This is an optimization exercise on Yosys and OpenROAD, whose aim is small area, a short achievable clock period and few clock cycles per item, not a production implementation.
At most, simulation tests tie the RTL to the original design; equivalence was not proved.
No activity file was given, so power comes from the tool's default toggle rates.

==> trial 47: inputs <==
==> flow/design.v <==
module full_adder (
  input  in1,
  input  in2,
  input  cin,
  output sum,
  output cout
);
  assign sum  = in1 ^ in2 ^ cin;
  assign cout = (in1 & in2) | (in1 & cin) | (in2 & cin);
endmodule
module ripple_carry_adder #(
  parameter BUS_WIDTH = 32
) (
  input                  add_sub_b,
  input                  sign,
  input  [BUS_WIDTH-1:0] in1,
  input  [BUS_WIDTH-1:0] in2,
  output [BUS_WIDTH-1:0] out,
  output                 z,
  output                 n,
  output                 c,
  output                 v
);
  wire [BUS_WIDTH:0] carry;
  assign carry[0] = add_sub_b;
  assign z        = ~(|out);
  assign n        = (sign) ? out[BUS_WIDTH-1] : 1'b0;
  assign c        = carry[BUS_WIDTH];
  assign v        = (sign) ? carry[BUS_WIDTH] ^ carry[BUS_WIDTH-1] : 1'b0;
  genvar i;
  generate
    for (i = 0; i < BUS_WIDTH; i = i + 1) begin : rca_slice
      full_adder fa (
        .cin (carry[i]),
        .in1 (in1[i]),
        .in2 (in2[i] ^ add_sub_b),
        .sum (out[i]),
        .cout(carry[i+1])
      );
    end
  endgenerate
endmodule
module restoring_divider #(
  parameter DIV_WIDTH = 16
) (
  input                      clk,
  input                      rst_n,
  input                      start,
  input                      sign,
  input      [DIV_WIDTH-1:0] in1,
  input      [DIV_WIDTH-1:0] in2,
  output     [DIV_WIDTH-1:0] q,
  output     [DIV_WIDTH-1:0] r,
  output reg                 ready
);
  reg  [15:0] d_reg;      
  reg         aneg, bneg;
  reg  [15:0] r_reg;      
  reg  [15:0] a_reg;      
  reg  [4:0]  cnt;        
  reg         run, fix;
  reg         f_reg;      
  wire qneg = aneg ^ bneg;
  wire [19:0] x4 = {r_reg, a_reg[15:12]};
  reg  [15:0] tmask;      
  integer j;
  always @(*) begin
    for (j = 0; j < 16; j = j + 1)
      tmask[j] = ~|(d_reg >> (j + 1));
  end
  wire hi_set  = |x4[19:16] | |(x4[15:0] & tmask);
  wire lo_ones = &(x4[15:0] | tmask);
  wire skip    = ~hi_set & ~lo_ones & ~cnt[4] & ~(cnt[3] & cnt[2] & (cnt[1] | cnt[0]));
  wire [16:0] x   = {r_reg, a_reg[15]};
  wire [17:0] z   = {1'b0, x} + {2'b11, ~d_reg} + {17'd0, ~bneg};
  wire        qb  = ~z[17];
  wire [4:0]  cnt_n = cnt + (skip ? 5'd4 : 5'd1);
  wire        z_ones = &z[16:0];
  wire        sp  = aneg & f_reg;
  always @(posedge clk) begin
    d_reg <= in2 ^ {16{sign & in2[15]}};
    aneg  <= sign & in1[15];
    bneg  <= sign & in2[15];
    if (!rst_n) begin
      ready <= 1'b1;
      run   <= 1'b0;
      fix   <= 1'b0;
    end else if (ready) begin
      if (start) begin
        ready <= 1'b0;
        run   <= 1'b1;
        cnt   <= 5'd0;
        r_reg <= 16'd0;
        a_reg <= in1 ^ {16{sign & in1[15]}};
      end
    end else if (run) begin
      if (skip) begin
        r_reg <= x4[15:0];
        a_reg <= {a_reg[11:0], {4{qneg}}};
        f_reg <= 1'b0;
      end else begin
        r_reg <= qb ? z[15:0] : x[15:0];
        a_reg <= {a_reg[14:0], qb ^ qneg};
        f_reg <= z_ones | (f_reg & x[0]);
      end
      cnt <= cnt_n;
      if (cnt_n[4]) begin
        run   <= 1'b0;
        fix   <= aneg | bneg;
        ready <= ~(aneg | bneg);
      end
    end else if (fix) begin
      if (aneg) r_reg <= sp ? 16'd0 : ~r_reg;
      a_reg <= a_reg + {15'd0, sp ^ qneg};
      fix   <= 1'b0;
      ready <= 1'b1;
    end
  end
  assign q = a_reg;
  assign r = r_reg;
endmodule
==> flow/flow/run.sh <==
#!/bin/bash
# Standard ORFS layout (the standard.sh, standard synthesis), with two
# layout choices: plain buf_1 cells as the port buffers, and timing repair
# aiming for 10.3 ns of setup slack (a tighter target than the 15 ns clock
# needs). The SDC and clock period are unchanged. make's output goes to
# flow_make.log; each ORFS step keeps its own log under orfs/logs.
set -uo pipefail
bash standard.sh "BUFFER_PORTS_ARGS=-buffer_cell sky130_fd_sc_hd__buf_1" SETUP_SLACK_MARGIN=10.3  finish > flow_make.log 2>&1
==> flow/standard.sh <==
#!/bin/bash
# synth_recipe.tcl (not shown) runs the flow's synth.tcl, then flattens the netlist and writes it again
# the make line also repeats each setting of config.mk as NAME=value (left out here)
make -C /OpenROAD-flow-scripts/flow DESIGN_CONFIG=/design/flow/config.mk WORK_HOME=/design/flow/orfs CLKGATE_MAP_FILE= SYNTH_SCRIPT=/design/flow/synth_recipe.tcl "${@:-finish}"
==> flow/config.mk <==
export PLATFORM = sky130hd
export DESIGN_NAME = restoring_divider
export DESIGN_NICKNAME = restoring_divider
export VERILOG_FILES = /design/flow/design.v
export SDC_FILE = /design/flow/constraint.sdc
export NUM_CORES = 4
export LEC_CHECK = 0
export CAP_MARGIN = 20
export CORE_MARGIN = 2
export CORE_UTILIZATION = 40
export SLEW_MARGIN = 20
==> flow/constraint.sdc <==
create_clock -name core_clock -period 15.0 [get_ports {clk}]
set_input_delay 3.0000 -clock core_clock [delete_from_list [all_inputs] [get_ports {clk}]]
set_output_delay 3.0000 -clock core_clock [all_outputs]
set_load 0.01 [all_outputs]
==> inputs of trial 12, as changes to trial 47 <==
--- a/flow/design.v
+++ b/flow/design.v
@@ -58,5 +58,5 @@
   reg  [15:0] r_reg;      
   reg  [15:0] a_reg;      
-  reg  [4:0]  cnt;        
+  reg  [3:0]  cnt;        
   reg         run, fix;
   reg         f_reg;      
@@ -71,11 +71,13 @@
   wire hi_set  = |x4[19:16] | |(x4[15:0] & tmask);
   wire lo_ones = &(x4[15:0] | tmask);
-  wire skip    = ~hi_set & ~lo_ones & ~cnt[4] & ~(cnt[3] & cnt[2] & (cnt[1] | cnt[0]));
+  wire cnt_le12 = ~(cnt[3] & cnt[2] & (cnt[1] | cnt[0]));
+  wire skip    = ~hi_set & ~lo_ones & cnt_le12;
+  wire done    = skip ? (cnt == 4'd12) : (cnt == 4'd15);
   wire [16:0] x   = {r_reg, a_reg[15]};
   wire [17:0] z   = {1'b0, x} + {2'b11, ~d_reg} + {17'd0, ~bneg};
   wire        qb  = ~z[17];
-  wire [4:0]  cnt_n = cnt + (skip ? 5'd4 : 5'd1);
   wire        z_ones = &z[16:0];
   wire        sp  = aneg & f_reg;
+  wire        needfix = aneg | bneg;
   always @(posedge clk) begin
     d_reg <= in2 ^ {16{sign & in2[15]}};
@@ -90,5 +92,5 @@
         ready <= 1'b0;
         run   <= 1'b1;
-        cnt   <= 5'd0;
+        cnt   <= 4'd0;
         r_reg <= 16'd0;
         a_reg <= in1 ^ {16{sign & in1[15]}};
@@ -99,14 +101,15 @@
         a_reg <= {a_reg[11:0], {4{qneg}}};
         f_reg <= 1'b0;
+        cnt   <= cnt + 4'd4;
       end else begin
         r_reg <= qb ? z[15:0] : x[15:0];
         a_reg <= {a_reg[14:0], qb ^ qneg};
         f_reg <= z_ones | (f_reg & x[0]);
+        cnt   <= cnt + 4'd1;
       end
-      cnt <= cnt_n;
-      if (cnt_n[4]) begin
+      if (done) begin
         run   <= 1'b0;
-        fix   <= aneg | bneg;
-        ready <= ~(aneg | bneg);
+        fix   <= needfix;
+        ready <= ~needfix;
       end
     end else if (fix) begin
==> flow/flow/run.sh (replaced) <==
#!/bin/bash
# Standard ORFS layout (the standard.sh, standard synthesis), with two
# layout choices: plain buf_1 cells as the port buffers, and timing repair
# aiming for 10.5 ns of setup slack (a tighter target than the 15 ns clock
# needs). The SDC and clock period are unchanged. make's output goes to
# flow_make.log; each ORFS step keeps its own log under orfs/logs.
set -uo pipefail
bash standard.sh "BUFFER_PORTS_ARGS=-buffer_cell sky130_fd_sc_hd__buf_1" SETUP_SLACK_MARGIN=10.5  finish > flow_make.log 2>&1
==> comparison table <==
Vias after detailed routing: trial 12 4061; trial 47 3834
Die boundary width: trial 12 110 µm; trial 47 108 µm
Post-place instance area: trial 12 4910 µm²; trial 47 4650 µm²
Final worst-path cycle share: trial 12 28.3%; trial 47 29.9%
Data arrival, critical path: trial 12 4.33 ns; trial 47 1.48 ns
Result of the run: trial 12 no timing/DRC/antenna violations; trial 47 no timing/DRC/antenna violations
Worst slack on hold paths: trial 12 0.559 ns; trial 47 0.510 ns
Maximum number of pins on one net before global-route repair: trial 12 35; trial 47 31
Number of flip-flops and latches in the synthesized netlist: trial 12 58; trial 47 59
Clock skew after layout: trial 12 0.00706 ns; trial 47 0.00713 ns
Detailed router's first-iteration violation count: trial 12 378; trial 47 249
Fraction of the mapped netlist area in compound gates: trial 12 19.4%; trial 47 21.1%
Proportion of synthesized area in mux cells: trial 12 6.35%; trial 47 4.99%
Via density per instance: trial 12 5.70; trial 47 5.71
Area taken by flip-flops and latches: trial 12 1530 µm²; trial 47 1560 µm²
Global-route wire length before repair: trial 12 20.3 mm; trial 47 19.4 mm
Power drawn by the combinational cells: trial 12 0.160 mW; trial 47 0.141 mW
Area growth from synthesis to final layout: trial 12 15.8%; trial 47 12.4%
Critical path startpoint: trial 12 sign; trial 47 ready
Wire length per cell after detailed routing: trial 12 17.5 µm; trial 47 17.9 µm
Yosys cell types: trial 12 63; trial 47 62
Number of flip-flops and latches: trial 12 58; trial 47 59
Max FO, Critical Path: trial 12 16; trial 47 25
Critical path class: trial 12 input port to register; trial 47 register to output port
Testbench counts of trial 47, summed over its fixed seeds: cycles 18,830, items 1,600.
No functional check of the RTL was part of trial 12.

[what the ideal ports hide]
No port has a modelled driver above. Below, the same layouts with a new extraction and two added sets of constraints. Step 1 sets driving cells, clkbuf_16 on the clock port and buf_2 on the other inputs (assumed; they add their load-dependent delay and slew). Step 2, shift: input delay + t, output delay - t, t = (earliest + latest rising clock arrival at the registers) / 2. This alone moves slack from input paths to output paths. Three values: ideal ports, drivers, drivers and shift; two values: the first two.
| run | t, ns | setup slack, ns | latest minus earliest clock arrival (ns) |
|---|---|---|---|
| trial 47 | 0.384 | 10.515 / 10.481 / 10.426 | 0.007 / 0.007 |
| trial 12 | 0.365 | 10.751 / 10.762 / 10.397 | 0.007 / 0.007 |
After both steps every run listed still meets setup and hold. For trial 12, which loses most, drivers alone change the setup slack by +0.011 ns; drivers and shift together by -0.354 ns.
